Background: an optimization exercise with open tools, aiming at small area, a short achievable clock period and few clock cycles per item. Do not read the settings as production practice.
The RTL was checked by simulation tests, not by an equivalence proof against the original design.
Power is estimated from default activity; no workload was simulated.

**flow/design.v**
```verilog
module bk_add #(parameter W = 64) (
    input  [W-1:0] a, b,
    input          ci,
    output [W-1:0] s,
    output         co
);
    localparam N = W + 1;                  
    localparam L = $clog2(N);
    wire [N*(L+1)-1:0] gu, pu, gd;
    assign gu[N-1:0] = {a & b, ci};
    assign pu[N-1:0] = {a ^ b, 1'b0};
    genvar l, i;
    generate for (l = 0; l < L; l = l + 1) begin : up
        for (i = 0; i < N; i = i + 1) begin : b_
            if ((i % (2 << l)) == (2 << l) - 1) begin : c
                assign gu[(l+1)*N+i] = gu[l*N+i] | (pu[l*N+i] & gu[l*N+i-(1<<l)]);
                assign pu[(l+1)*N+i] = pu[l*N+i] & pu[l*N+i-(1<<l)];
            end else begin : n
                assign gu[(l+1)*N+i] = gu[l*N+i];
                assign pu[(l+1)*N+i] = pu[l*N+i];
            end
        end
    end endgenerate
    assign gd[L*N +: N] = gu[L*N +: N];
    generate for (l = L - 1; l >= 0; l = l - 1) begin : dn
        for (i = 0; i < N; i = i + 1) begin : b_
            if (l >= 1 && i >= (3 << (l - 1)) - 1 && ((i + 1 - (3 << (l - 1))) % (2 << (l - 1))) == 0) begin : c
                assign gd[l*N+i] = gd[(l+1)*N+i] | (pu[l*N+i] & gd[(l+1)*N+i-(1<<(l-1))]);
            end else begin : n
                assign gd[l*N+i] = gd[(l+1)*N+i];
            end
        end
    end endgenerate
    assign s = pu[N-1:1] ^ gd[N-2:0];
    assign co = gd[N-1];
endmodule
module ssm #(parameter LEN = 128)(clk, rst, start, a_in, b_in, n_in, ready, p_out);
    input clk, rst, start;
    input [LEN-1:0] a_in, b_in, n_in;
    output reg ready;
    output [LEN-1:0] p_out;
    localparam W = LEN + 3;
    localparam NB = 4;             
    localparam WB = 33;            
    localparam [2:0] ST_IDLE = 3'd0, ST_LOOP = 3'd1, ST_CONV = 3'd2, ST_FIN = 3'd3;
    reg [W-1:0] S, C;
    reg [2:0] st;
    reg [7:0] cnt;       
    reg bbit;            
    reg [4:0] ab;        
    reg first;           
    reg tl;              
    reg ph;              
    reg fb;              
    reg [7:0] nt1, nt2;  
    reg [4:0] atop;      
    reg [6:0] ntop;      
    reg qp2, qm2, qm4;   
    reg [1:0] fstep;     
    reg cinr;            
    assign p_out = S[LEN:1];
    function cmp_neg8(input [7:0] x, input [7:0] y, input [7:0] z);
        reg [7:0] hs, hc, u, v, g, p, g1, p1, g2, p2;
        begin
            hs = x ^ y ^ z;
            hc = (x & y) | (x & z) | (y & z);
            u = hs;
            v = {hc[6:0], 1'b0};
            g = u & v;
            p = u ^ v;
            g1 = g | (p & {g[6:0], 1'b0});
            p1 = p & {p[6:0], 1'b0};
            g2 = g1 | (p1 & {g1[5:0], 2'b00});
            p2 = p1 & {p1[5:0], 2'b00};
            cmp_neg8 = p[7] ^ (g2[6] | (p2[6] & g2[2]));
        end
    endfunction
    wire in_loop = (st == ST_LOOP);
    wire in_fin = (st == ST_FIN);
    wire xneg = S[W-1];
    reg dn, nx, ld, d_p2, d_m2, d_m4;
    reg [1:0] fstep_n;
    always @(*) begin
        dn = 1'b0; nx = 1'b0; ld = 1'b0; d_p2 = 1'b0; d_m2 = 1'b0; d_m4 = 1'b0; fstep_n = 2'd2;
        if (!fb) begin
            if (fstep == 2'd0 && xneg) begin ld = 1'b1; d_p2 = 1'b1; fstep_n = 2'd2; end
            else dn = 1'b1;
        end else if (!ph) begin
            case (fstep)
                2'd0: begin ld = 1'b1; d_m4 = 1'b1; fstep_n = 2'd1; end
                2'd1: if (xneg) begin ld = 1'b1; d_p2 = 1'b1; fstep_n = 2'd2; end else nx = 1'b1;
                2'd2: if (xneg) begin ld = 1'b1; d_p2 = 1'b1; fstep_n = 2'd3; end else nx = 1'b1;
                default: nx = 1'b1;
            endcase
        end else begin
            case (fstep)
                2'd0: begin ld = 1'b1; d_m2 = 1'b1; fstep_n = 2'd1; end
                2'd1: if (xneg) begin ld = 1'b1; d_p2 = 1'b1; fstep_n = 2'd2; end else dn = 1'b1;
                default: dn = 1'b1;
            endcase
        end
    end
    wire sel_p2 = (in_loop & qp2) | (in_fin & d_p2);
    wire sel_m2 = (in_loop & qm2) | (in_fin & d_m2);
    wire sel_m4 = (in_loop & qm4) | (in_fin & d_m4);
    wire qneg = sel_m2 | sel_m4;
    wire [W-1:0] n2 = {2'b00, n_in, 1'b0};
    wire [W-1:0] n4 = {1'b0, n_in, 2'b00};
    wire [W-1:0] qt = ({W{sel_p2}} & n2) | ({W{sel_m2}} & ~n2) | ({W{sel_m4}} & ~n4);
    wire [W-1:0] x1 = {S[W-2:0], first};
    wire [W-1:0] x2 = {C[W-2:0], first};
    wire [W-1:0] x3 = {3'b000, a_in & {LEN{bbit}}};
    wire [W-1:0] s1 = x1 ^ x2 ^ x3;
    wire [W-1:0] c1 = (x1 & x2) | (x1 & x3) | (x2 & x3);
    wire [W-1:0] c1s = {c1[W-2:0], 1'b0};
    wire [W-1:0] csa_s = s1 ^ c1s ^ qt;
    wire [W-1:0] c2 = (s1 & c1s) | (s1 & qt) | (c1s & qt);
    wire [W-1:0] csa_c = {c2[W-2:0], qneg};
    wire [7:0] ex1 = S[W-2:W-9];
    wire [7:0] ex2 = C[W-2:W-9];
    wire [7:0] ex3 = {3'b000, ab};
    wire [7:0] en2 = {2'b00, ntop[6:1]};
    wire [7:0] en4 = {1'b0, ntop};
    wire [7:0] ext = ({8{qp2}} & en2) | ({8{qm2}} & ~en2) | ({8{qm4}} & ~en4);
    wire [7:0] es1 = ex1 ^ ex2 ^ ex3;
    wire [7:0] ec1 = {((ex1 & ex2) | (ex1 & ex3) | (ex2 & ex3)), 1'b0} ;
    wire [7:0] es2 = es1 ^ ec1 ^ ext;
    wire [7:0] ec2 = {((es1 & ec1) | (es1 & ext) | (ec1 & ext)), 1'b0};
    wire g0 = ~cmp_neg8(es2, ec2, 8'd6);
    wire g1 = ~cmp_neg8(es2, ec2, nt1);
    wire g2 = ~cmp_neg8(es2, ec2, nt2);
    wire [W-1:0] sum;
    wire [NB-1:0] bco;
    genvar gb;
    generate for (gb = 0; gb < NB; gb = gb + 1) begin : blk
        localparam LO = gb * WB;
        localparam WD = (gb == NB - 1) ? W - LO : WB;
        bk_add #(WD) add (.a(S[LO+WD-1:LO]), .b(C[LO+WD-1:LO]), .ci(gb == 0 ? cinr : 1'b0),
                          .s(sum[LO+WD-1:LO]), .co(bco[gb]));
    end endgenerate
    reg [W-1:0] cc;      
    integer ib;
    always @(*) begin
        cc = {W{1'b0}};
        for (ib = 0; ib < NB - 1; ib = ib + 1)
            cc[(ib + 1) * WB] = bco[ib];
    end
    wire conv_done = ~|bco[NB-2:0];
    always @(posedge clk or posedge rst) begin
        if (rst)
            S <= {W{1'b0}};
        else case (st)
            ST_LOOP: S <= csa_s;
            ST_CONV: S <= sum;
            default: S <= S;
        endcase
    end
    always @(posedge clk) begin
        case (st)
            ST_IDLE: C <= ~S;
            ST_LOOP: C <= csa_c;
            ST_CONV: C <= cc;
            default: C <= qt;
        endcase
    end
    always @(posedge clk or posedge rst) begin
        if (rst) begin
            st <= ST_IDLE;
            ready <= 1'b1;
            cnt <= 8'd0;
            bbit <= 1'b0;
            ab <= 5'd0;
            first <= 1'b0;
            tl <= 1'b0;
            ph <= 1'b0;
            fb <= 1'b0;
            nt1 <= 8'd0;
            nt2 <= 8'd0;
            atop <= 5'd0;
            ntop <= 7'd0;
            qp2 <= 1'b0;
            qm2 <= 1'b0;
            qm4 <= 1'b0;
            fstep <= 2'd0;
            cinr <= 1'b0;
        end else begin
            case (st)
                ST_IDLE: if (start) begin
                    st <= ST_LOOP;
                    ready <= 1'b0;
                    cnt <= 8'd126;
                    bbit <= b_in[LEN-1];
                    ab <= a_in[LEN-1:LEN-5] & {5{b_in[LEN-1]}};
                    first <= 1'b1;
                    tl <= 1'b0;
                    ph <= 1'b0;
                    fb <= ~n_in[LEN-1];
                    nt1 <= 8'd0 - (8'd12 + {5'd0, n_in[LEN-2:LEN-4]});
                    nt2 <= 8'd0 - (8'd27 + {4'd0, n_in[LEN-2:LEN-4], 1'b0} + {5'd0, n_in[LEN-2:LEN-4]});
                    atop <= a_in[LEN-1:LEN-5];
                    ntop <= n_in[LEN-1:LEN-7];
                    qp2 <= 1'b0;
                    qm2 <= 1'b0;
                    qm4 <= 1'b0;
                    fstep <= 2'd0;
                end
                ST_LOOP: begin
                    first <= 1'b0;
                    qp2 <= ~fb & ~g0;
                    qm2 <= ~fb & g1 & ~g2;
                    qm4 <= ~fb & g2;
                    if (tl) begin
                        ph <= 1'b1;
                        st <= ST_CONV;
                    end else begin
                        if (cnt[7]) begin
                            bbit <= 1'b0;
                            ab <= 5'd0;
                            tl <= 1'b1;
                        end else begin
                            bbit <= b_in[cnt[6:0]];
                            ab <= atop & {5{b_in[cnt[6:0]]}};
                            cnt <= cnt - 8'd1;
                        end
                        if (fb) st <= ST_CONV;
                    end
                    fstep <= 2'd0;
                end
                ST_CONV: begin
                    cinr <= 1'b0;
                    if (conv_done) st <= ST_FIN;
                end
                ST_FIN: begin
                    qp2 <= 1'b0;
                    qm2 <= 1'b0;
                    qm4 <= 1'b0;
                    if (dn) begin
                        st <= ST_IDLE;
                        ready <= 1'b1;
                    end else if (nx)
                        st <= ST_LOOP;
                    else begin
                        st <= ST_CONV;
                        cinr <= qneg;
                        fstep <= fstep_n;
                    end
                end
                default: st <= ST_IDLE;
            endcase
        end
    end
endmodule
```
**flow/run.sh**
```bash
#!/bin/bash
# synth_recipe.tcl (not shown) runs the flow's synth.tcl, then flattens the netlist and writes it again
# the make line also repeats each setting of config.mk as NAME=value (left out here)
make -C /OpenROAD-flow-scripts/flow DESIGN_CONFIG=/design/flow/config.mk WORK_HOME=/design/flow/orfs CLKGATE_MAP_FILE= SYNTH_SCRIPT=/design/flow/synth_recipe.tcl finish
```
**flow/config.mk**
```make
export PLATFORM = sky130hd
export DESIGN_NAME = ssm
export DESIGN_NICKNAME = ssm
export VERILOG_FILES = /design/flow/design.v
export SDC_FILE = /design/flow/constraint.sdc
export NUM_CORES = 4
export LEC_CHECK = 0
export CAP_MARGIN = 20
export CORE_MARGIN = 2
export CORE_UTILIZATION = 40
export SETUP_SLACK_MARGIN = 4.5
export SLEW_MARGIN = 20
```
**flow/constraint.sdc**
```tcl
create_clock -name core_clock -period 7.5 [get_ports {clk}]
set_input_delay 1.5000 -clock core_clock [delete_from_list [all_inputs] [get_ports {clk}]]
set_output_delay 1.5000 -clock core_clock [all_outputs]
set_load 0.01 [all_outputs]
```
==> metrics.cfg, run 1 <==
[clock_network]
cts-root-buf=clkbuf_16
cts_tree=done
cts_num_sinks=311
cts_buffer_depth=3
numCtsBuffers=43
insertion_delay_ns=0.59
htreeDepth=2
ctsHoldBuffers=0
path_clk_slew_ns=0.06

[setup_path]
critPathKind=flip-flop to flip-flop
max_stage_delay_ns=0.52
worstPathRequired_ns=7.99
worst_path_most_repeated_cell=fa_1
start_kind=flip-flop
critPathArrivalTime_ns=3.96
cp-end-kind=flip-flop
cp_max_fo=3
cp_top_family=adder cells
cp_slowest_cell=fa_1
cp.buffers_inverters=2
crit_chain=fa_1 > inv_2 > fa_1 > inv_2 > fa_1 > ha_1 > a41o_1 > a21oi_2 > nor2b_1 > o211ai_1 > nand3_1 > nor2_1 > a21oi_1 > o31ai_1
reg2reg_setup_slack_ns=4.03

[synthesis]
synth_simple_gate_area_share_pct=11.1
synthesis.nets=3981
syn-cell-area_mm2=0.0302
synth_xor_xnor_area_share_pct=2.15
synth_edf_count=0
synth_area_leaders=fa_1, dfrtp_1, dfxtp_1, ha_1, nand2_1
synth_cells=3084
synth_compound_area_share_pct=18.7
synth_top_family_by_area=adder cells
yosysSeqAreaShare_pct=23.6
synth_top_cell_area_share_pct=22.7
synthAdderAreaFrac_pct=29.7
ys_types=72
ys_ff_latch=311
syn_avg_cell_area_um2=9.78
yosys_warnings=1
synth_top_area_cell=fa_1
synth.mux.area_fraction_pct=6.87
synth_ff_type=dfrtp_1
synth-async-reset-ratio_pct=57.9

[power_and_ir_drop]
comb_power_share_pct=74.0
clockPowerShare_pct=9.8
p_seq_share_pct=16.2
sw_frac_of_total_pct=48.7
p_switching_mw=10.7
internal_power_mw=11.2
leakagePower_nw=16.8
power.density_mw_per_mm2=548
ir_drop_uv=277

[cells_and_area]
layout-drive-gt1-share_pct=20.8
nNetsFinal=4431
syn2layout_area_growth_pct=32.7
fillers=6686
multi_input_area_mm2=0.0222
area.sequential_mm2=0.00729

[timing]
max_slew_margin_pct=27.3
fmax_ghz=0.288
period_share_pct=46.3
maxSlewViolCount=0
setup_slack_ns=4.03
tns_ns=0
fin_crit_ns=3.47
setup_viol_count_final=0
skew_ns=0.0152
hold_violations=0
worst_pin_slew_ns=1.09
grt_setup_unrepaired=true

[placement]
post-place-ws_ns=3.46
place_hpwl_um=73500
portBuffers=515
gp_congestion=0.861

[global_route]
grt_pass1_vias=26629
grt_pass1_wl_um=168000
antenna_found_initial=9
grt_usage_pct=28.5
grt_overflow=0
grt_max_degree=117

[drt]
first_iter_violations=1760
vias=25946
routed_via_density=5.71
drc=0
ant_nets=0
routed_wl_um=116000
avgRoutedWirePerCell_um=25.5
drt_pass1_iterations=5

[floorplanning]
ioPinCount=516
coreArea_mm2=0.0746
fp.dieH_um=279
start_util_pct=40.4
dieArea_mm2=0.0776
fp.dieW_um=279
row_count=100

[outcome]
outcome=finished clean

[hold_path]
hp-class=flip-flop to flip-flop

[job]
cap_viol_max_count=0

## cell families after synthesis
kind of cell             Yosys count
flip-flops                       311
XOR/XNOR                          74
multiplexers                     143
buffers and inverters            481
adder cells (fa/ha/maj)          510
AND/OR/NAND/NOR                  750
AO/OA/AOI/OAI                    815
## path summary, 6_finish.rpt
| check | startpoint | endpoint | cells after the start |
|---|---|---|---|
| max in group asynchronous | rst | S[56] | 3 |
| max reg2reg | S[124] | qm2 | 14 |
| min in group asynchronous | rst | nt2[5] | 2 |
| min | nt2[3] | nt2[3] | 2 |
| min reg2reg | nt2[3] | nt2[3] | 2 |
| max | S[124] | qm2 | 14 |
## placed cells by master (no fill, tap or decap), types with 55 or more instances in the layout
master	count
dfrtp_2	109
dfrtp_1	69
buf_4	138
clkdlybuf4s15_1	75
mux2i_1	84
dfxtp_1	116
fa_1	310
clkdlybuf4s50_1	247
a2bb2oi_1	94
xnor2_1	55
nand2_1	297
a21o_1	73
and2_1	125
inv_1	152
dlygate4sd2_1	168
a21oi_1	144
o221ai_1	93
ha_1	127
o21ai_0	148
nor2_1	214
## worst min-delay path: stages (launching register included)
cell     delay (ns)
dfrtp_1        0.34
nand2_1        0.04
o21ai_0        0.06
## state kept, by name, summed over array words and instances (netlist names)
name,count
first,1
S,131
tl,1
fstep,2
ph,1
qm4,1
ntop,6
bbit,1
nt2,6
cnt,8
qp2,1
ready,1
atop,5
nt1,5
cinr,1
st,2
ab,5
C,131
qm2,1
fb,1
## layout make-up
cell class	count	share of cell area, %
multi-input combinational	2293	55.5
antenna	5	0.0313
clock inverter	4	0.0500
sequential	311	18.2
timing repair buffer	720	18.0
clock buffer	75	3.57
inverter	165	1.58
tap	969	3.03
## per-stage QoR
stage	cells	utilization [%]	hold slack, ns	power, mW	instance area (µm²)
after floorplan	3084	-	0.450	13.5	30100
after global placement	4279	47.0	0.464	17.1	35000
after detailed placement	4279	47.0	0.471	17.3	35000
after CTS	4482	51.6	0.483	20.8	38500
after global routing	4541	53.6	0.520	23.9	40000
final	4542	53.6	0.476	21.9	40000
## power by group through the flow
stage,sequential [mW],clock (mW),combinational [mW]
3_5_place_dp,3.71,0,13.6
6_report,3.56,2.15,16.2
2_1_floorplan,3.25,0,10.3
5_1_grt,3.68,2.25,18.0
4_1_cts,3.54,2.17,15.1
3_3_place_gp,3.71,0,13.3
## cell usage after synthesis, types with 7 or more instances
cell	number
fa_1	342
nand2_1	304
nor2_1	223
dfrtp_1	179
o21ai_0	176
a21oi_1	168
ha_1	168
inv_1	164
clkbuf_1	156
and2_1	132
dfxtp_1	131
o221ai_1	130
buf_4	129
a2bb2oi_1	94
mux2i_1	87
a21o_1	74
xnor2_1	68
a211oi_1	41
a221oi_1	32
o211ai_1	30
mux4_1	29
nand3_1	21
nand2b_1	17
buf_1	15
mux2_2	15
nor2b_1	15
mux4_2	12
nand4_1	12
buf_2	10
o21a_1	9
a31oi_1	8
nor3_1	7
## repair_timing
| action | 4_1_cts | 5_1_grt |
|---|---|---|
| setup buffers | 115 | 45 |
| pin swaps | 106 | 140 |
| setup endpoints to repair | 402 | 228 |
| resized for setup | 607 | 278 |
| cloned | 9 | 10 |
## metal layers
layer  vias up  track usage, %  wire, µm  part of all wire (%)
li1      11650               -         -                     -
met1     12990            38.7     49200                    43
met2      1064            46.1     54600                    47
met3       236            4.80      7850                   6.8
met4         6            9.59      4070                   3.5
met5         -               0        38                 0.033
Testbench counts, summed over its fixed seeds: cycles 34,168, items 256.
==> inputs of run 2 (changes only) <==
==> flow/flow/run.sh (new file) <==
#!/bin/bash
# The standard layout (the standard.sh, standard synthesis included), with the
# ports buffered by the smallest buffer cell instead of the one buffer_ports picks.
set -euo pipefail
export BUFFER_PORTS_ARGS="-buffer_cell sky130_fd_sc_hd__buf_1"
bash standard.sh finish > standard_flow.log 2>&1
==> flow/standard.sh (new file) <==
#!/bin/bash
# synth_recipe.tcl (not shown) runs the flow's synth.tcl, then flattens the netlist and writes it again
# the make line also repeats each setting of config.mk as NAME=value (left out here)
make -C /OpenROAD-flow-scripts/flow DESIGN_CONFIG=/design/flow/config.mk WORK_HOME=/design/flow/orfs CLKGATE_MAP_FILE= SYNTH_SCRIPT=/design/flow/synth_recipe.tcl "${@:-finish}"
removed: flow/run.sh
==> metrics.cfg, run 2 <==
[placement]
post-place-ws_ns=3.34
dp.cells=4280
portBuffers=515
gp_congestion=0.877
place_hpwl_um=73200

[setup_path]
reg2reg_setup_slack_ns=3.99
r2r-end=qm2
r2r.worst_path.cells=14
critPathKind=flip-flop to flip-flop
reg2reg_from=C[124]
critPathArrivalTime_ns=3.99
cp_max_fo=4
cp-end-kind=flip-flop
start_kind=flip-flop
worstPathRequired_ns=7.98

[drt]
met1_length_um=47800
avgRoutedWirePerCell_um=25.0
dr_wl_met3_um=8820
routed_via_density=5.78
dr_wl_met2_um=52200
dr.max_layer_used=met5
vias=26210
routed_wl_um=114000
ant_nets=0
drt_pass1_iterations=7
drc=0
first_iter_violations=1999

[floorplanning]
row_count=100
start_util_pct=40.4
coreArea_mm2=0.0746
fp.dieW_um=279
fp.dieH_um=279
dieArea_mm2=0.0776
ioPinCount=516

[power_and_ir_drop]
ir_drop_uv=422
internal_power_mw=10.9
sw_frac_of_total_pct=49.7
p_switching_mw=10.8
comb_power_share_pct=73.7
p_seq_share_pct=16.8
leakagePower_nw=15.1
power.density_mw_per_mm2=583
clockPowerShare_pct=9.5

[hold_path]
hold_path_end=ready
hp-class=flip-flop to flip-flop
hold_depth=2
holdCritStartpoint=ready

[global_route]
grt_pass1_vias=26315
grt_overflow=0
grt_max_degree=127
antenna_found_initial=17
grt_usage_pct=27.5
grt_pass1_wl_um=163000

[synthesis]
syn_avg_cell_area_um2=9.78
ys_types=72
ys_ff_latch=311
synth_ff_type=dfrtp_1
yosysSeqAreaShare_pct=23.6
synthesis.nets=3981
synth_area_leaders=fa_1, dfrtp_1, dfxtp_1, ha_1, nand2_1
synth_edf_count=0
yosys_warnings=1
synth-async-reset-ratio_pct=57.9
synth.most_common_cell=fa_1
synth_top_cell_area_share_pct=22.7
synth_top_area_cell=fa_1
syn-cell-area_mm2=0.0302
synth_cells=3084
synth_common_cells=fa_1, nand2_1, nor2_1

[timing]
setup_viol_count_final=0
fmax_ghz=0.285
period_share_pct=46.8
setup_slack_ns=3.99
skew_ns=0.0214
worst_pin_slew_ns=1.15
hold_violations=0
fin_crit_ns=3.51
maxSlewViolCount=0
max_slew_margin_pct=23.5
tns_ns=0
grt_setup_unrepaired=true

[outcome]
outcome=finished clean

[clock_network]
cts-root-buf=clkbuf_16
htreeDepth=2
insertion_delay_ns=0.58
cts_buffer_depth=3
cts_num_sinks=311
cts_tree=done
path_clk_slew_ns=0.06
numCtsBuffers=42

[cells_and_area]
final_common_cell=buf_1
syn2layout_area_growth_pct=23.2
fin_util_pct=49.8
reg.largest.list=C (131), S (131), cnt (8)
nNetsFinal=4428
final_cell_mix=buf_1, fa_1, nand2_1
stdcell_count=4538
layout-drive-gt1-share_pct=19.5

[job]
cap_viol_max_count=0

[run 2: cell type report]
| class | instances | area [µm²] |
|---|---|---|
| tap | 969 | 1210 |
| clock inverter | 9 | 98.8 |
| multi-input combinational | 2295 | 22500 |
| timing repair buffer | 716 | 4190 |
| sequential | 311 | 7220 |
| fill | 6901 | 37400 |
| antenna | 6 | 15.0 |
| inverter | 165 | 643 |
| clock buffer | 67 | 1250 |
[run 2: how the worst max path moves through the flow]
stage                     cells past startpoint  slack [ns]    from    end
final                                        14        3.99  C[124]    qm2
after global routing                         14        3.82   ab[2]    qm2
after CTS                                    14        3.97  S[124]    qm2
after detailed placement                     11        3.34   st[0]  S[78]
after global placement                       11        3.48   st[0]  S[78]
after floorplan                               1        3.69     rst   S[0]
[run 2: cells by family after synthesis]
logic type                 Yosys count  synth area share, %
AOI/OAI and AO/OA                  815                 18.7
muxes                              143                 6.87
DFF                                311                 23.6
adders and majority gates          510                 29.7
and+or+nand+nor                    750                 11.1
buffers and inverters              481                 7.85
xor gates and xnor gates            74                 2.15
[run 2: power by group through the flow]
stage / combinational, mW / sequential [mW] / clock, mW
finish: 15.9 / 3.65 / 2.06
global route: 17.7 / 3.79 / 2.15
CTS: 14.3 / 3.65 / 2.09
detailed placement: 13.0 / 3.71 / 0
global placement: 12.8 / 3.69 / 0
floorplan: 10.3 / 3.25 / 0
[run 2: what timing repair did]
item                                    CTS  global route
setup buffers                            74            83
endpoints found under the setup margin  268           186
cloned                                    7            12
hold buffers                              0             0
resized for setup                       249           268
pin swaps                               104           154
[run 2: per-layer routing]
layer  GRT usage (%)  up-vias
met5               0        -
met4            9.58       20
met3            5.14      275
met2            43.9     1089
met1            37.4    13164
li1                -    11662
[run 2: metrics by stage]
step | instance area (µm²) | total power, mW | hold WS, ns
after floorplan | 30100 | 13.5 | 0.450
after global placement | 31800 | 16.5 | 0.459
after detailed placement | 31800 | 16.7 | 0.469
after CTS | 34900 | 20.0 | 0.477
after global routing | 37200 | 23.6 | 0.515
final | 37200 | 21.7 | 0.476
[run 2: worst max-delay path: stages (launching register included)]
cell and delay [ns]:
dfxtp_4 0.37, fa_1 0.55, inv_2 0.05, fa_1 0.54, inv_2 0.07, fa_1 0.44
ha_1 0.30, a41o_1 0.21, a21oi_2 0.12, nor2b_1 0.06, o211ai_1 0.22, nand3_1 0.11
nor2_1 0.11, a21oi_1 0.05, o31ai_1 0.23
==> inputs of run 3 (changes only) <==
--- a/flow/design.v
+++ b/flow/design.v
@@ -34,6 +34,33 @@
     assign s = pu[N-1:1] ^ gd[N-2:0];
     assign co = gd[N-1];
 endmodule
+module sk_add #(parameter W = 64) (
+    input  [W-1:0] a, b,
+    input          ci,
+    output [W-1:0] s,
+    output         co
+);
+    localparam N = W + 1;                  
+    localparam L = $clog2(N);
+    wire [N*(L+1)-1:0] g, p;
+    assign g[N-1:0] = {a & b, ci};
+    assign p[N-1:0] = {a ^ b, 1'b0};
+    genvar l, i;
+    generate for (l = 0; l < L; l = l + 1) begin : lv
+        for (i = 0; i < N; i = i + 1) begin : b_
+            if ((i >> l) % 2 == 1) begin : c
+                localparam J = ((i >> l) << l) - 1;
+                assign g[(l+1)*N+i] = g[l*N+i] | (p[l*N+i] & g[l*N+J]);
+                assign p[(l+1)*N+i] = p[l*N+i] & p[l*N+J];
+            end else begin : n
+                assign g[(l+1)*N+i] = g[l*N+i];
+                assign p[(l+1)*N+i] = p[l*N+i];
+            end
+        end
+    end endgenerate
+    assign s = p[N-1:1] ^ g[L*N +: N-1];
+    assign co = g[L*N+N-1];
+endmodule
 module ssm #(parameter LEN = 128)(clk, rst, start, a_in, b_in, n_in, ready, p_out);
     input clk, rst, start;
     input [LEN-1:0] a_in, b_in, n_in;
@@ -47,7 +74,8 @@
     reg [2:0] st;
     reg [7:0] cnt;       
     reg bbit;            
-    reg [4:0] ab;        
+    reg bnx;             
+    reg [7:0] w0, w1, w2;  
     reg first;           
     reg tl;              
     reg ph;              
@@ -118,24 +146,27 @@
     wire [W-1:0] csa_c = {c2[W-2:0], qneg};
     wire [7:0] ex1 = S[W-2:W-9];
     wire [7:0] ex2 = C[W-2:W-9];
-    wire [7:0] ex3 = {3'b000, ab};
     wire [7:0] en2 = {2'b00, ntop[6:1]};
     wire [7:0] en4 = {1'b0, ntop};
     wire [7:0] ext = ({8{qp2}} & en2) | ({8{qm2}} & ~en2) | ({8{qm4}} & ~en4);
-    wire [7:0] es1 = ex1 ^ ex2 ^ ex3;
-    wire [7:0] ec1 = {((ex1 & ex2) | (ex1 & ex3) | (ex2 & ex3)), 1'b0} ;
-    wire [7:0] es2 = es1 ^ ec1 ^ ext;
-    wire [7:0] ec2 = {((es1 & ec1) | (es1 & ext) | (ec1 & ext)), 1'b0};
-    wire g0 = ~cmp_neg8(es2, ec2, 8'd6);
-    wire g1 = ~cmp_neg8(es2, ec2, nt1);
-    wire g2 = ~cmp_neg8(es2, ec2, nt2);
+    wire [7:0] es1 = ex1 ^ ex2 ^ ext;
+    wire [7:0] ec1 = {((ex1 & ex2) | (ex1 & ext) | (ex2 & ext)), 1'b0};
+    wire g0 = ~cmp_neg8(es1, ec1, w0);
+    wire g1 = ~cmp_neg8(es1, ec1, w1);
+    wire g2 = ~cmp_neg8(es1, ec1, w2);
+    wire [7:0] at8 = {3'b000, atop};
+    wire [7:0] wa0 = at8 + 8'd6, wa1 = at8 + nt1, wa2 = at8 + nt2;
+    wire [2:0] kin = n_in[LEN-2:LEN-4];
+    wire [7:0] nt1_in = 8'd0 - (8'd12 + {5'd0, kin});
+    wire [7:0] nt2_in = 8'd0 - (8'd27 + {4'd0, kin, 1'b0} + {5'd0, kin});
+    wire [7:0] at_in = b_in[LEN-1] ? {3'b000, a_in[LEN-1:LEN-5]} : 8'd0;
     wire [W-1:0] sum;
     wire [NB-1:0] bco;
     genvar gb;
     generate for (gb = 0; gb < NB; gb = gb + 1) begin : blk
         localparam LO = gb * WB;
         localparam WD = (gb == NB - 1) ? W - LO : WB;
-        bk_add #(WD) add (.a(S[LO+WD-1:LO]), .b(C[LO+WD-1:LO]), .ci(gb == 0 ? cinr : 1'b0),
+        sk_add #(WD) add (.a(S[LO+WD-1:LO]), .b(C[LO+WD-1:LO]), .ci(gb == 0 ? cinr : 1'b0),
                           .s(sum[LO+WD-1:LO]), .co(bco[gb]));
     end endgenerate
     reg [W-1:0] cc;      
@@ -167,86 +198,79 @@
         if (rst) begin
             st <= ST_IDLE;
             ready <= 1'b1;
-            cnt <= 8'd0;
-            bbit <= 1'b0;
-            ab <= 5'd0;
-            first <= 1'b0;
-            tl <= 1'b0;
-            ph <= 1'b0;
-            fb <= 1'b0;
-            nt1 <= 8'd0;
-            nt2 <= 8'd0;
-            atop <= 5'd0;
-            ntop <= 7'd0;
-            qp2 <= 1'b0;
-            qm2 <= 1'b0;
-            qm4 <= 1'b0;
-            fstep <= 2'd0;
-            cinr <= 1'b0;
         end else begin
             case (st)
                 ST_IDLE: if (start) begin
                     st <= ST_LOOP;
                     ready <= 1'b0;
-                    cnt <= 8'd126;
-                    bbit <= b_in[LEN-1];
-                    ab <= a_in[LEN-1:LEN-5] & {5{b_in[LEN-1]}};
-                    first <= 1'b1;
-                    tl <= 1'b0;
-                    ph <= 1'b0;
-                    fb <= ~n_in[LEN-1];
-                    nt1 <= 8'd0 - (8'd12 + {5'd0, n_in[LEN-2:LEN-4]});
-                    nt2 <= 8'd0 - (8'd27 + {4'd0, n_in[LEN-2:LEN-4], 1'b0} + {5'd0, n_in[LEN-2:LEN-4]});
-                    atop <= a_in[LEN-1:LEN-5];
-                    ntop <= n_in[LEN-1:LEN-7];
-                    qp2 <= 1'b0;
-                    qm2 <= 1'b0;
-                    qm4 <= 1'b0;
-                    fstep <= 2'd0;
-                end
-                ST_LOOP: begin
-                    first <= 1'b0;
-                    qp2 <= ~fb & ~g0;
-                    qm2 <= ~fb & g1 & ~g2;
-                    qm4 <= ~fb & g2;
-                    if (tl) begin
-                        ph <= 1'b1;
-                        st <= ST_CONV;
-                    end else begin
-                        if (cnt[7]) begin
-                            bbit <= 1'b0;
-                            ab <= 5'd0;
-                            tl <= 1'b1;
-                        end else begin
-                            bbit <= b_in[cnt[6:0]];
-                            ab <= atop & {5{b_in[cnt[6:0]]}};
-                            cnt <= cnt - 8'd1;
-                        end
-                        if (fb) st <= ST_CONV;
-                    end
-                    fstep <= 2'd0;
-                end
-                ST_CONV: begin
-                    cinr <= 1'b0;
-                    if (conv_done) st <= ST_FIN;
-                end
+                end
+                ST_LOOP: if (tl || fb) st <= ST_CONV;
+                ST_CONV: if (conv_done) st <= ST_FIN;
                 ST_FIN: begin
-                    qp2 <= 1'b0;
-                    qm2 <= 1'b0;
-                    qm4 <= 1'b0;
                     if (dn) begin
                         st <= ST_IDLE;
                         ready <= 1'b1;
                     end else if (nx)
                         st <= ST_LOOP;
-                    else begin
+                    else
                         st <= ST_CONV;
-                        cinr <= qneg;
-                        fstep <= fstep_n;
-                    end
                 end
                 default: st <= ST_IDLE;
             endcase
         end
     end
+    always @(posedge clk) begin
+        case (st)
+            ST_IDLE: if (start) begin
+                cnt <= 8'd125;
+                bbit <= b_in[LEN-1];
+                bnx <= b_in[LEN-2];
+                w0 <= at_in + 8'd6;
+                w1 <= at_in + nt1_in;
+                w2 <= at_in + nt2_in;
+                first <= 1'b1;
+                tl <= 1'b0;
+                ph <= 1'b0;
+                fb <= ~n_in[LEN-1];
+                nt1 <= nt1_in;
+                nt2 <= nt2_in;
+                atop <= a_in[LEN-1:LEN-5];
+                ntop <= n_in[LEN-1:LEN-7];
+                qp2 <= 1'b0;
+                qm2 <= 1'b0;
+                qm4 <= 1'b0;
+                fstep <= 2'd0;
+                cinr <= 1'b0;
+            end
+            ST_LOOP: begin
+                first <= 1'b0;
+                qp2 <= ~fb & ~g0;
+                qm2 <= ~fb & g1 & ~g2;
+                qm4 <= ~fb & g2;
+                if (tl)
+                    ph <= 1'b1;
+                else begin
+                    bbit <= bnx;
+                    bnx <= cnt[7] ? 1'b0 : b_in[cnt[6:0]];
+                    w0 <= bnx ? wa0 : 8'd6;
+                    w1 <= bnx ? wa1 : nt1;
+                    w2 <= bnx ? wa2 : nt2;
+                    cnt <= cnt - 8'd1;
+                    if (cnt == 8'hfe) tl <= 1'b1;
+                end
+                fstep <= 2'd0;
+            end
+            ST_CONV: cinr <= 1'b0;
+            ST_FIN: begin
+                qp2 <= 1'b0;
+                qm2 <= 1'b0;
+                qm4 <= 1'b0;
+                if (!dn && !nx) begin
+                    cinr <= qneg;
+                    fstep <= fstep_n;
+                end
+            end
+            default: ;
+        endcase
+    end
 endmodule
==> metrics.cfg, run 3 <==
[floorplanning]
ioPinCount=516
fp.dieW_um=283
dieArea_mm2=0.0798
fp.dieH_um=283
start_util_pct=40.2
row_count=102
coreArea_mm2=0.0771

[placement]
place_hpwl_um=75900
dp.cells=4492
portBuffers=515
gp_congestion=0.864

[setup_path]
worst_path_most_repeated_cell=a21oi_2
critPathArrivalTime_ns=3.78
critPathKind=flip-flop to flip-flop
start_kind=flip-flop
cp_max_fo=5
crit_chain=buf_4 > buf_4 > a22o_1 > a21oi_2 > fa_2 > inv_1 > fa_1 > ha_1 > a41o_1 > a21oi_2 > nor2b_1 > o21ai_1 > nand2b_1 > a21oi_2 > xnor2_2 > nor2b_1
max_stage_delay_ns=0.44
cp_slowest_cell=edfxtp_1
cp-end-kind=flip-flop
cp.buffers_inverters=3
cp_top_family=compound AO/OA/AOI/OAI gates
worstPathRequired_ns=7.84

[synthesis]
synth_common_cells=fa_1, nand2_1, a21oi_1
ys_ff_latch=328
syn_avg_cell_area_um2=9.62
synth_ff_type=dfrtp_1
synth_top_cell_area_share_pct=19.7
synth.most_common_cell=fa_1
synth_top_area_cell=fa_1
syn-cell-area_mm2=0.0310
synthesis.nets=4101
synth_area_leaders=fa_1, dfrtp_1, dfxtp_1, ha_1, edfxtp_1
synth_edf_count=63
yosys_warnings=1
ys_types=75
synth_cells=3224
synth-async-reset-ratio_pct=40.9
yosysSeqAreaShare_pct=25.4

[timing]
fin_crit_ns=3.44
fmax_ghz=0.291
setup_viol_count_final=0
maxSlewViolCount=0
hold_violations=0
tns_ns=0
period_share_pct=45.9
worst_pin_slew_ns=1.17
holdWs_ns=0.535
skew_ns=0.0240
grt_setup_unrepaired=true
max_slew_margin_pct=21.9

[cells_and_area]
reg.largest.list=C (131), S (131)
final_cell_mix=buf_1, nand2_1, fa_1
nNetsFinal=4510
layout-drive-gt1-share_pct=16.5
final_common_cell=buf_1
fillers=7281
syn2layout_area_growth_pct=22.5
multi_input_area_mm2=0.0229
stdcell_count=4724
area.sequential_mm2=0.00793

[drt]
drt_pass1_iterations=8
ant_nets=0
vias=27252
first_iter_violations=2285
drc=0
routed_via_density=5.77
avgRoutedWirePerCell_um=24.9
routed_wl_um=118000

[power_and_ir_drop]
leakagePower_nw=15.1
power.density_mw_per_mm2=548
ir_drop_uv=320

[clock_network]
insertion_delay_ns=0.61
cts_tree=done
cts-root-buf=clkbuf_16
numCtsBuffers=43
htreeDepth=2
path_clk_slew_ns=0.06
cts_num_sinks=328
cts_buffer_depth=3

[global_route]
antenna_found_initial=22
grt_pass1_vias=27029
grt_pass1_wl_um=169000
grt_max_degree=135
grt_usage_pct=28.2
grt_overflow=0

[outcome]
outcome=finished clean

[hold_path]
hp-class=flip-flop to flip-flop

[job]
cap_viol_max_count=0

[run 3: what timing repair did]
action                     CTS  global route
hold buffers                 0             0
setup endpoints to repair  328           228
pin swaps                   56            62
setup buffers               68            42
cloned                      12            14
gates resized for setup    211           198
[run 3: layout make-up]
cell class | instances | area share [%]
multi-input combinational | 2441 | 60.2
clock inverter | 22 | 0.589
antenna | 16 | 0.105
clock buffer | 58 | 3.11
timing repair buffer | 672 | 10.2
inverter | 147 | 1.49
tap | 1040 | 3.42
sequential | 328 | 20.9
[run 3: cells by family after synthesis]
| group | count (synthesis) | synth area share (%) |
|---|---|---|
| AO/OA/AOI/OAI | 886 | 19.2 |
| XOR/XNOR | 122 | 3.44 |
| adder cells (fa/ha/maj) | 490 | 27.1 |
| buffers and inverters | 462 | 7.19 |
| flip-flops | 328 | 25.4 |
| multiplexers | 121 | 5.65 |
| AND/OR/NAND/NOR | 815 | 12.0 |
[run 3: metal layers]
layer / track usage [%] / wire length (µm)
met1: 37.8 / 48200
met2: 45.3 / 55100
met3: 5.06 / 10200
met4: 10.8 / 4320
met5: 0 / 50
[run 3: final timing paths]
check	startpoint	endpoint	slack [ns]	cells past startpoint
worst max-delay path	qm2	qm4	4.06	16
worst max register to register	qm2	qm4	4.06	16
max in group asynchronous	rst	S[80]	5.54	3
worst min-delay path	ready	ready	0.54	2
worst min register to register	ready	ready	0.54	2
min in group asynchronous	rst	S[48]	1.17	3
[run 3: tightest hold or removal path: cells and delay by family, from the launching register on]
family,cells,cell delay [ns]
compound gates,2,0.16
flops,1,0.37
[run 3: power by group]
group          switching (mW)  total, mW  leakage, nW  internal, mW
Combinational            8.46       15.0         11.3          6.54
Clock                   0.923       2.14        0.693          1.22
Sequential               1.05       3.70         3.13          2.65
Total                    10.4       20.8         15.1          10.4
[run 3: metrics by stage]
step	util, %	area [µm²]	power [mW]	setup WS, ns
6_report	49.3	38000	20.8	4.06
3_5_place_dp	42.8	33000	16.4	2.88
2_1_floorplan	-	31200	13.2	3.89
3_3_place_gp	42.8	33000	16.3	2.88
4_1_cts	47.1	36300	19.8	4.06
5_1_grt	49.3	38000	22.7	3.86
Testbench counts of run 3, summed over its fixed seeds: cycles 34,168, items 256.
==> inputs of run 4 (changes only) <==
--- a/flow/config.mk
+++ b/flow/config.mk
@@ -7,6 +7,6 @@
 export LEC_CHECK = 0
 export CAP_MARGIN = 20
 export CORE_MARGIN = 2
-export CORE_UTILIZATION = 40
+export CORE_UTILIZATION = 60
 export SETUP_SLACK_MARGIN = 4.5
 export SLEW_MARGIN = 20
==> metrics.cfg, run 4 <==
[timing]
grt_setup_unrepaired=true
hold_violations=0
skew_ns=0.0208
setup_viol_count_final=0
tns_ns=0
maxSlewViolCount=0
max_slew_margin_pct=28.3
fin_crit_ns=3.40
fmax_ghz=0.294
period_share_pct=45.3
setup_slack_ns=4.10
worst_pin_slew_ns=1.08
holdWs_ns=0.531

[placement]
dp.cells=4127
post-place-ws_ns=3.10
place_hpwl_um=73500
dpl_cell_area_mm2=0.0325
portBuffers=515
gp_congestion=1.01

[clock_network]
cts_buffer_depth=3
numCtsBuffers=42
cts_num_sinks=328
cts-root-buf=clkbuf_16
ctsHoldBuffers=0
insertion_delay_ns=0.59
path_clk_slew_ns=0.05
cts_tree=done
htreeDepth=2

[power_and_ir_drop]
internal_power_mw=10.4
ir_drop_uv=424
power_mw=20.8
sw_frac_of_total_pct=49.9
p_switching_mw=10.4
comb_power_share_pct=72.3
p_seq_share_pct=17.6
power.density_mw_per_mm2=559
clockPowerShare_pct=10.1
leakagePower_nw=15.0

[synthesis]
synthesis.nets=4101
synth_top_area_cell=fa_1
syn_avg_cell_area_um2=9.62
synth.most_common_cell=fa_1
synth_edf_count=63
synth_top_cell_area_share_pct=19.7
synth_ff_type=dfrtp_1
synth-async-reset-ratio_pct=40.9
synth.mux.area_fraction_pct=5.65
syn-cell-area_mm2=0.0310
yosys_warnings=1
ys_types=75
synth_compound_area_share_pct=19.2
synth_xor_xnor_area_share_pct=3.44
ys_ff_latch=328
synth_top_family_by_area=adder cells
synthAdderAreaFrac_pct=27.1
yosysSeqAreaShare_pct=25.4
synth_common_cells=fa_1, nand2_1, a21oi_1
synth_simple_gate_area_share_pct=12.0
synth_cells=3224
synth_area_leaders=fa_1, dfrtp_1, dfxtp_1, ha_1, edfxtp_1

[cells_and_area]
final_common_cell=buf_1
reg.largest.list=C (131), S (131)
nNetsFinal=4492
syn2layout_area_growth_pct=20.1
layout-drive-gt1-share_pct=15.9
fin_area_mm2=0.0373
stdcell_count=4347
fin_util_pct=72.8
fillers=3848
final_cell_mix=buf_1, nand2_1, fa_1

[setup_path]
cp_num_cells=15
endpoint=qm2
critPathArrivalTime_ns=3.73
worstPathRequired_ns=7.83
cp_max_fo=4
crit_chain=a22o_1 > a21oi_2 > fa_1 > inv_2 > buf_4 > fa_1 > ha_1 > a41o_1 > a21oi_2 > nor2b_1 > o21ai_1 > nand2b_1 > a21oi_2 > xnor2_1 > nor3_1
start_kind=flip-flop
cp-end-kind=flip-flop
cp_slowest_cell=fa_1
cp.buffers_inverters=2
r2r-end=qm2
worst_path_most_repeated_cell=a21oi_2
cp_top_family=adder cells
crit_start=qm4
reg2reg_setup_slack_ns=4.10
reg2reg_from=qm4
critPathKind=flip-flop to flip-flop
r2r.worst_path.cells=15
max_stage_delay_ns=0.56

[floorplanning]
row_count=83
dieArea_mm2=0.0535
start_util_pct=60.6
fp.dieW_um=231
fp.dieH_um=231
ioPinCount=516
coreArea_mm2=0.0512

[drt]
ant_nets=0
routed_wl_um=114000
routed_via_density=6.44
avgRoutedWirePerCell_um=26.2
vias=28012
drt_pass1_iterations=6
drc=0
first_iter_violations=2509

[global_route]
grt_max_degree=135
grt_pass1_vias=28170
grt_overflow=0
antenna_found_initial=18
grt_pass1_wl_um=165000
grt_usage_pct=40.5

[hold_path]
hp-class=flip-flop to flip-flop

[outcome]
outcome=finished clean

[job]
cap_viol_max_count=0

-- run 4: changes by cell type in the layout (fill, tap and decap cells not counted), moves of 7 or more --
cell	change
a21oi_2	+7
buf_4	-15
buf_6	+10
dfrtp_1	+9
dfrtp_2	-9
-- run 4: worst register-to-register path, delay by kind of cell, from the launching register on --
family / cells / cell delay [ns]
xor gates and xnor gates: 1 / 0.13
and+or+nand+nor: 3 / 0.21
buffers and inverters: 2 / 0.19
AOI/OAI and AO/OA: 6 / 0.81
adders and majority gates: 3 / 1.31
DFF: 1 / 0.47
-- run 4: layout make-up --
cell class | instances | area [µm²] | area share, %
clock inverters | 12 | 105 | 0.282
inverters | 147 | 568 | 1.52
well taps | 680 | 851 | 2.28
clock buffers | 66 | 1290 | 3.47
diodes | 18 | 45.0 | 0.121
multi-input cells | 2438 | 22800 | 61.2
flip-flops and latches | 328 | 7910 | 21.2
repair buffers | 658 | 3680 | 9.89
-- run 4: layer usage --
| layer | GRT usage, % | vias to the layer above | wire length (µm) |
|---|---|---|---|
| met5 | 0 | - | 51 |
| met4 | 22.1 | 10 | 7810 |
| met3 | 8.40 | 398 | 10900 |
| met2 | 65.4 | 1628 | 53100 |
| met1 | 51.1 | 13766 | 42200 |
| li1 | - | 12210 | - |
-- run 4: cell families (layout without fill, tap and decap cells) --
| logic type | Yosys count | after routing |
|---|---|---|
| AO/OA/AOI/OAI | 886 | 890 |
| other | 0 | 18 |
| multiplexers | 121 | 121 |
| adder cells (fa/ha/maj) | 490 | 490 |
| buffers and inverters | 462 | 883 |
| AND/OR/NAND/NOR | 815 | 815 |
| flip-flops | 328 | 328 |
| XOR/XNOR | 122 | 122 |
-- run 4: power groups by stage --
stage / logic [mW] / clock network [mW] / registers, mW
after floorplan: 9.92 / 0 / 3.30
after global placement: 12.2 / 0 / 3.63
after detailed placement: 12.6 / 0 / 3.65
after CTS: 13.8 / 2.12 / 3.63
after global routing: 16.5 / 2.18 / 3.76
final: 15.1 / 2.12 / 3.67
-- run 4: how the worst min path moves through the flow --
stage / to / slack [ns] / startpoint / depth (start not counted)
6_report: ready / 0.53 / ready / 2
5_1_grt: ready / 0.60 / ready / 2
4_1_cts: ready / 0.53 / ready / 2
3_5_place_dp: ready / 0.53 / ready / 2
3_3_place_gp: ready / 0.53 / ready / 2
2_1_floorplan: st[1] / 0.51 / st[1] / 2
-- run 4: timing repair --
item / 4_1_cts / 5_1_grt
setup buffers: 59 / 43
gates resized for setup: 204 / 201
endpoints found under the setup margin: 336 / 272
pin swaps: 54 / 87
cloned: 10 / 12
==> inputs of run 5 (changes only) <==
--- a/flow/design.v
+++ b/flow/design.v
@@ -67,14 +67,18 @@
     output reg ready;
     output [LEN-1:0] p_out;
     localparam W = LEN + 3;
-    localparam NB = 4;             
-    localparam WB = 33;            
+    localparam NB = 5;             
+    localparam WB = 27;            
     localparam [2:0] ST_IDLE = 3'd0, ST_LOOP = 3'd1, ST_CONV = 3'd2, ST_FIN = 3'd3;
     reg [W-1:0] S, C;
     reg [2:0] st;
     reg [7:0] cnt;       
     reg bbit;            
     reg bnx;             
+    reg [7:0] es;        
+    reg [7:0] ahi;       
+    reg [7:0] rab;       
+    reg [8:0] nhi;       
     reg [7:0] w0, w1, w2;  
     reg first;           
     reg tl;              
@@ -144,13 +148,11 @@
     wire [W-1:0] csa_s = s1 ^ c1s ^ qt;
     wire [W-1:0] c2 = (s1 & c1s) | (s1 & qt) | (c1s & qt);
     wire [W-1:0] csa_c = {c2[W-2:0], qneg};
-    wire [7:0] ex1 = S[W-2:W-9];
-    wire [7:0] ex2 = C[W-2:W-9];
     wire [7:0] en2 = {2'b00, ntop[6:1]};
     wire [7:0] en4 = {1'b0, ntop};
     wire [7:0] ext = ({8{qp2}} & en2) | ({8{qm2}} & ~en2) | ({8{qm4}} & ~en4);
-    wire [7:0] es1 = ex1 ^ ex2 ^ ext;
-    wire [7:0] ec1 = {((ex1 & ex2) | (ex1 & ext) | (ex2 & ext)), 1'b0};
+    wire [7:0] es1 = es;
+    wire [7:0] ec1 = ext;
     wire g0 = ~cmp_neg8(es1, ec1, w0);
     wire g1 = ~cmp_neg8(es1, ec1, w1);
     wire g2 = ~cmp_neg8(es1, ec1, w2);
@@ -159,7 +161,19 @@
     wire [2:0] kin = n_in[LEN-2:LEN-4];
     wire [7:0] nt1_in = 8'd0 - (8'd12 + {5'd0, kin});
     wire [7:0] nt2_in = 8'd0 - (8'd27 + {4'd0, kin, 1'b0} + {5'd0, kin});
-    wire [7:0] at_in = b_in[LEN-1] ? {3'b000, a_in[LEN-1:LEN-5]} : 8'd0;
+    wire [9:0] rx1 = S[W-3:W-12];                           
+    wire [9:0] rx2 = C[W-3:W-12];
+    wire [9:0] rx3 = {2'b00, rab};                          
+    wire [9:0] rs1 = rx1 ^ rx2 ^ rx3;
+    wire [9:0] rc1 = (rx1 & rx2) | (rx1 & rx3) | (rx2 & rx3);
+    wire [8:0] rn2 = {1'b0, nhi[8:1]};                      
+    wire [8:0] rn4 = nhi;                                   
+    wire [8:0] rqt = ({9{qp2}} & rn2) | ({9{qm2}} & ~rn2) | ({9{qm4}} & ~rn4);
+    wire [8:0] ra = rs1[9:1];                               
+    wire [8:0] rb = rc1[8:0];                               
+    wire [8:0] rs2 = ra ^ rb ^ rqt;
+    wire [8:0] rc2 = (ra & rb) | (ra & rqt) | (rb & rqt);
+    wire [7:0] es_nx = rs2[8:1] + rc2[7:0];                
     wire [W-1:0] sum;
     wire [NB-1:0] bco;
     genvar gb;
@@ -225,32 +239,38 @@
                 cnt <= 8'd125;
                 bbit <= b_in[LEN-1];
                 bnx <= b_in[LEN-2];
-                w0 <= at_in + 8'd6;
-                w1 <= at_in + nt1_in;
-                w2 <= at_in + nt2_in;
                 first <= 1'b1;
                 tl <= 1'b0;
                 ph <= 1'b0;
                 fb <= ~n_in[LEN-1];
+                w0 <= 8'd6;
+                w1 <= nt1_in;
+                w2 <= nt2_in;
                 nt1 <= nt1_in;
                 nt2 <= nt2_in;
                 atop <= a_in[LEN-1:LEN-5];
+                ahi <= a_in[LEN-1:LEN-8];
+                rab <= a_in[LEN-1:LEN-8] & {8{b_in[LEN-1]}};
+                nhi <= n_in[LEN-1:LEN-9];
                 ntop <= n_in[LEN-1:LEN-7];
                 qp2 <= 1'b0;
                 qm2 <= 1'b0;
                 qm4 <= 1'b0;
                 fstep <= 2'd0;
                 cinr <= 1'b0;
+                es <= 8'hff;
             end
             ST_LOOP: begin
                 first <= 1'b0;
-                qp2 <= ~fb & ~g0;
-                qm2 <= ~fb & g1 & ~g2;
-                qm4 <= ~fb & g2;
+                es <= es_nx;
+                qp2 <= ~fb & ~first & ~g0;
+                qm2 <= ~fb & ~first & g1 & ~g2;
+                qm4 <= ~fb & ~first & g2;
                 if (tl)
                     ph <= 1'b1;
                 else begin
                     bbit <= bnx;
+                    rab <= ahi & {8{bnx}};
                     bnx <= cnt[7] ? 1'b0 : b_in[cnt[6:0]];
                     w0 <= bnx ? wa0 : 8'd6;
                     w1 <= bnx ? wa1 : nt1;
==> metrics.cfg, run 5 <==
[outcome]
outcome=finished clean

[clock_network]
insertion_delay_ns=0.59
cts-root-buf=clkbuf_16
path_clk_slew_ns=0.06
numCtsBuffers=44
cts_tree=done
cts_num_sinks=349
ctsHoldBuffers=0
cts_buffer_depth=3
htreeDepth=2

[timing]
max_slew_margin_pct=30.2
maxSlewViolCount=0
period_share_pct=41.1
grt_setup_unrepaired=true
skew_ns=0.0195
hold_violations=0
setup_viol_count_final=0
worst_pin_slew_ns=1.05
setup_slack_ns=4.41
fmax_ghz=0.324
holdWs_ns=0.536
tns_ns=0
fin_crit_ns=3.09

[cells_and_area]
final_common_cell=buf_1
reg.largest.list=C (131), S (131), nhi (9)
nNetsFinal=4497
fin_area_mm2=0.0367
syn2layout_area_growth_pct=15.1
final_cell_mix=buf_1, nand2_1, fa_1
layout-drive-gt1-share_pct=10.8

[synthesis]
synth_top_cell_area_share_pct=19.7
synth.most_common_cell=nand2_1
synth_common_cells=nand2_1, fa_1, o21ai_0
syn-cell-area_mm2=0.0319
yosys_warnings=1
synth_top_area_cell=fa_1
synthesis.nets=4145
ys_ff_latch=349
yosysSeqAreaShare_pct=26.7
synth_cells=3266
synth_ff_type=dfrtp_1
syn_avg_cell_area_um2=9.76
synth_edf_count=84
synth-async-reset-ratio_pct=38.4
synth_area_leaders=fa_1, dfrtp_1, dfxtp_1, edfxtp_1, ha_1
ys_types=74

[power_and_ir_drop]
leakagePower_nw=15.0
power_mw=21.7
ir_drop_uv=371
power.density_mw_per_mm2=591

[setup_path]
cp_top_family=adder cells
crit_chain=buf_6 > buf_6 > buf_4 > mux2i_2 > o21ai_2 > inv_2 > fa_1 > inv_1 > ha_1 > o21ai_1 > nand2b_1 > a21oi_2 > mux2_2 > o21ba_2
cp.buffers_inverters=5
max_stage_delay_ns=0.49
start_kind=flip-flop
critPathArrivalTime_ns=3.41
worstPathRequired_ns=7.83
critPathKind=flip-flop to flip-flop
worst_path_most_repeated_cell=buf_6
cp-end-kind=flip-flop
cp_max_fo=4
cp_slowest_cell=edfxtp_1

[placement]
gp_congestion=0.954
portBuffers=515
dpl_cell_area_mm2=0.0334
post-place-ws_ns=3.40
place_hpwl_um=71600

[hold_path]
hp-class=flip-flop to flip-flop

[global_route]
grt_overflow=0
grt_max_degree=133
grt_pass1_wl_um=161000
grt_usage_pct=38.3
antenna_found_initial=23
grt_pass1_vias=28139

[job]
cap_viol_max_count=0

[drt]
routed_wl_um=109000
ant_nets=0
drc=0
routed_via_density=6.41
avgRoutedWirePerCell_um=25.1
vias=27901
drt_pass1_iterations=5
first_iter_violations=2363

[floorplanning]
start_util_pct=60.7
row_count=84
coreArea_mm2=0.0526
fp.dieH_um=235
fp.dieW_um=235
ioPinCount=516
dieArea_mm2=0.0550

## run 5: cell count changes after synthesis, sizes merged, moves of 9 or more
cell / change
a221oi: -13
o21ai: +16
xnor2: -11
a2bb2oi: -9
nor2: -40
a21o: +12
o211ai: +17
a22oi: +24
nand2: +24
nor2b: -11
a21oi: -48
edfxtp: +21
inv: +33
a211oi: +12
## run 5: logic make-up after synthesis
| logic type | share of synthesized area, % |
|---|---|
| DFF | 26.7 |
| adders and majority gates | 26.7 |
| and+or+nand+nor | 11.6 |
| AOI/OAI and AO/OA | 19.4 |
| xor gates and xnor gates | 3.10 |
| buffers and inverters | 7.31 |
| muxes | 5.18 |
## run 5: area by class of cell
cell class | instances | area, µm²
tap | 688 | 861
clock buffer | 61 | 1280
clock inverter | 19 | 211
antenna | 12 | 30.0
timing repair buffer | 617 | 3200
sequential | 349 | 8510
inverter | 176 | 672
multi-input combinational | 2430 | 21900
fill | 4119 | 15900
## run 5: per-stage QoR
| step | instances | utilization, % |
|---|---|---|
| 2_1_floorplan | 3266 | - |
| 3_3_place_gp | 4183 | 63.5 |
| 3_5_place_dp | 4183 | 63.5 |
| 4_1_cts | 4314 | 68.2 |
| 5_1_grt | 4348 | 69.8 |
| 6_report | 4352 | 69.8 |
## run 5: per-layer routing
metal	share of wire, %	track usage, %
met1	38	48.8
met2	47	62.7
met3	9.4	8.33
met4	5.0	17.1
met5	0.15	0
## run 5: power by group
group	internal [mW]	total [mW]	switching, mW
registers	2.92	4.03	1.11
clock network	1.35	2.26	0.908
logic	6.62	15.4	8.76
## run 5: worst reg2reg max path: stages, from the launching register on
cell	delay [ns]
edfxtp_1	0.49
buf_6	0.17
buf_6	0.11
buf_4	0.13
mux2i_2	0.17
o21ai_2	0.09
inv_2	0.09
fa_1	0.41
inv_1	0.07
ha_1	0.21
o21ai_1	0.09
nand2b_1	0.09
a21oi_2	0.15
mux2_2	0.37
o21ba_2	0.21
## run 5: path summary, 6_finish.rpt
path / from / slack, ns / depth (start not counted) / to
worst min register to register: ahi[2] / 0.54 / 1 / rab[2]
worst max-delay path: qp2 / 4.41 / 14 / qm4
worst min-delay path: ahi[2] / 0.54 / 1 / rab[2]
min in group asynchronous: rst / 0.80 / 2 / S[6]
worst max register to register: qp2 / 4.41 / 14 / qm4
max in group asynchronous: rst / 5.51 / 3 / S[121]
## run 5: repair_timing
action,CTS,global route
setup endpoints to repair,328,204
pin swaps,24,48
buffers inserted,43,22
resized for setup,101,125
cloned,8,4
Testbench counts of run 5, summed over its fixed seeds: cycles 34,177, items 256.
==> inputs of run 6 (changes only) <==
--- a/flow/design.v
+++ b/flow/design.v
@@ -219,7 +219,13 @@
                     ready <= 1'b0;
                 end
                 ST_LOOP: if (tl || fb) st <= ST_CONV;
-                ST_CONV: if (conv_done) st <= ST_FIN;
+                ST_CONV: if (conv_done) begin
+                    if (!fb && (fstep != 2'd0 || !sum[W-1])) begin
+                        st <= ST_IDLE;
+                        ready <= 1'b1;
+                    end else
+                        st <= ST_FIN;
+                end
                 ST_FIN: begin
                     if (dn) begin
                         st <= ST_IDLE;
==> metrics.cfg, run 6 <==
[global_route]
grt_pass1_wl_um=155000
grt_pass1_vias=27882
antenna_found_initial=17
grt_busiest_layer=met2
grt_overflow=0
grt.met1_usage_pct=45.3
grt_use_met2_pct=61.2
grt_max_degree=118
grt_usage_pct=36.9
gr-usage-met3_pct=8.61

[cells_and_area]
fin_area_mm2=0.0371
final_common_cell=buf_1
reg.largest.list=C (131), S (131), nhi (9)
fin_util_pct=70.8
stdcell_count=4346
layout-drive-gt1-share_pct=13.7
syn2layout_area_growth_pct=17.0
nNetsFinal=4488
fillers=4032
final_cell_mix=buf_1, nand2_1, fa_1

[drt]
drt_pass1_iterations=5
avgRoutedWirePerCell_um=24.3
first_iter_violations=1940
routed_wl_um=106000
routed_via_density=6.26
vias=27190
drc=0
ant_nets=0

[setup_path]
critPathArrivalTime_ns=3.45
cp_slowest_cell=edfxtp_1
crit_chain=mux2i_1 > o21a_2 > fa_1 > inv_1 > ha_1 > a31o_2 > a21o_1 > a21o_1 > a21o_1 > a21oi_2 > xor2_1 > nor3_1
start_kind=flip-flop
cp_top_family=compound AO/OA/AOI/OAI gates
cp-end-kind=flip-flop
max_stage_delay_ns=0.51
r2r.worst_path.cells=12
r2r-end=qm2
reg2reg_from=qm2
cp_max_fo=6
worst_path_most_repeated_cell=a21o_1
critPathKind=flip-flop to flip-flop
worstPathRequired_ns=7.82
reg2reg_setup_slack_ns=4.37
cp.buffers_inverters=1

[placement]
place_hpwl_um=67300
dpl_cell_area_mm2=0.0332
dp.cells=4157
gp_congestion=0.909
portBuffers=515

[timing]
fin_crit_ns=3.13
fmax_ghz=0.319
skew_ns=0.0223
holdWs_ns=0.541
setup_viol_count_final=0
maxSlewViolCount=0
grt_setup_unrepaired=true
tns_ns=0
period_share_pct=41.8
worst_pin_slew_ns=1.21
max_slew_margin_pct=19.6
hold_violations=0

[clock_network]
cts-root-buf=clkbuf_16
htreeDepth=2
cts_num_sinks=349
cts_tree=done
cts_buffer_depth=3
path_clk_slew_ns=0.06
ctsHoldBuffers=0
numCtsBuffers=44
insertion_delay_ns=0.59

[synthesis]
synth_edf_count=84
synth_area_leaders=fa_1, dfrtp_1, dfxtp_1, edfxtp_1, ha_1
synth_top_cell_area_share_pct=19.7
syn-cell-area_mm2=0.0318
yosys_warnings=1
synth_common_cells=nand2_1, fa_1, a21oi_1
ys_types=82
ys_ff_latch=349
yosysSeqAreaShare_pct=26.8
synth_top_area_cell=fa_1
syn_avg_cell_area_um2=9.79
synthesis.nets=4120
synth.most_common_cell=nand2_1
synth_cells=3242
synth-async-reset-ratio_pct=38.4
synth_ff_type=dfrtp_1

[floorplanning]
row_count=84
fp.dieH_um=234
fp.dieW_um=234
coreArea_mm2=0.0524
dieArea_mm2=0.0548
ioPinCount=516
start_util_pct=60.5

[power_and_ir_drop]
ir_drop_uv=332
power.density_mw_per_mm2=608
leakagePower_nw=14.9

[hold_path]
hp-class=flip-flop to flip-flop
hold_depth=1
hold_path_end=rab[0]
holdCritStartpoint=ahi[0]

[outcome]
outcome=finished clean

[job]
cap_viol_max_count=0

## run 6: power breakdown
group / total (mW) / leakage (nW) / switching [mW] / internal (mW)
Clock: 2.13 / 0.686 / 0.884 / 1.25
Sequential: 4.11 / 3.34 / 1.11 / 3.00
Combinational: 16.4 / 10.9 / 9.09 / 7.26
Total: 22.6 / 14.9 / 11.1 / 11.5
## run 6: final cells by class
| cell class | count | area [µm²] | area share, % |
|---|---|---|---|
| tap | 688 | 861 | 2.32 |
| inverter | 180 | 686 | 1.85 |
| timing repair buffer | 636 | 3360 | 9.04 |
| clock buffer | 68 | 1290 | 3.48 |
| antenna | 15 | 37.5 | 0.101 |
| sequential | 349 | 8550 | 23.0 |
| multi-input combinational | 2399 | 22300 | 59.9 |
| clock inverter | 11 | 101 | 0.273 |
## run 6: worst max-delay path by stage
stage | from | end | slack [ns] | cells after the start
3_5_place_dp | st[0] | S[69] | 3.33 | 10
6_report | qm2 | qm2 | 4.37 | 12
3_3_place_gp | st[0] | S[69] | 3.39 | 10
5_1_grt | qp2 | qm2 | 4.22 | 12
2_1_floorplan | b_in[15] | bnx | 4.30 | 6
4_1_cts | qp2 | qm2 | 4.38 | 12
## run 6: kinds of logic after synthesis
group	synth area share, %
fa+ha+maj	26.9
flops	26.8
xor+xnor	3.48
buf+inv	7.37
mux	5.45
simple gates	11.0
compound gates	19.1
## run 6: metrics by stage
step                      power [mW]  setup slack, ns
after floorplan                 15.1             4.30
after global placement          17.9             3.39
after detailed placement        18.4             3.33
after CTS                       21.6             4.38
after global routing            24.6             4.22
final                           22.6             4.37
## run 6: metal layers
metal	share of wire (%)	vias up
met5	0.045	-
met4	5.7	8
met3	9.1	360
met2	47	1283
met1	38	13431
li1	-	12108
## run 6: repair_timing
action                                  CTS  global route
pin swaps                                46            59
gates cloned                              8             9
buffers inserted                         39            39
endpoints found under the setup margin  284           241
gates resized for setup                 184           120
Testbench counts of run 6, summed over its fixed seeds: cycles 33,921, items 256.

-- static timing again, ports no longer ideal --
The results above use ideal ports. As a check the final layouts listed here were re-extracted and re-timed, cells and wires unchanged. Step 1: set_driving_cell puts a clkbuf_16 on clk and a buf_2 on each other input, an assumption about the parent block. Step 2 moves the port delays by t, midway between the first and last clock arrival at a register: inputs arrive t later, outputs are due t later. That takes back most of the time a late clock gives input paths. Slacks: ideal / step 1 / step 2; pairs: ideal / step 1.
run	t (ns)	setup WS [ns]	hold slack, ns	worst setup path after step 2
run 1	0.629	4.030 / 4.030 / 3.848	0.476 / 0.476 / 0.476	input to register
run 2	0.621	3.988 / 3.988 / 3.925	0.476 / 0.476 / 0.476	input to register
run 3	0.653	4.060 / 4.060 / 3.620	0.535 / 0.535 / 0.535	input to register
run 4	0.645	4.100 / 4.100 / 3.614	0.531 / 0.531 / 0.531	input to register
run 5	0.643	4.415 / 4.415 / 3.875	0.536 / 0.536 / 0.536	input to register
run 6	0.639	4.367 / 4.367 / 4.041	0.541 / 0.541 / 0.541	input to register
After both steps setup and hold are still met in every run listed. For run 5, which loses most, drivers alone change the setup slack by 0.000 ns; drivers and shift together by -0.540 ns.
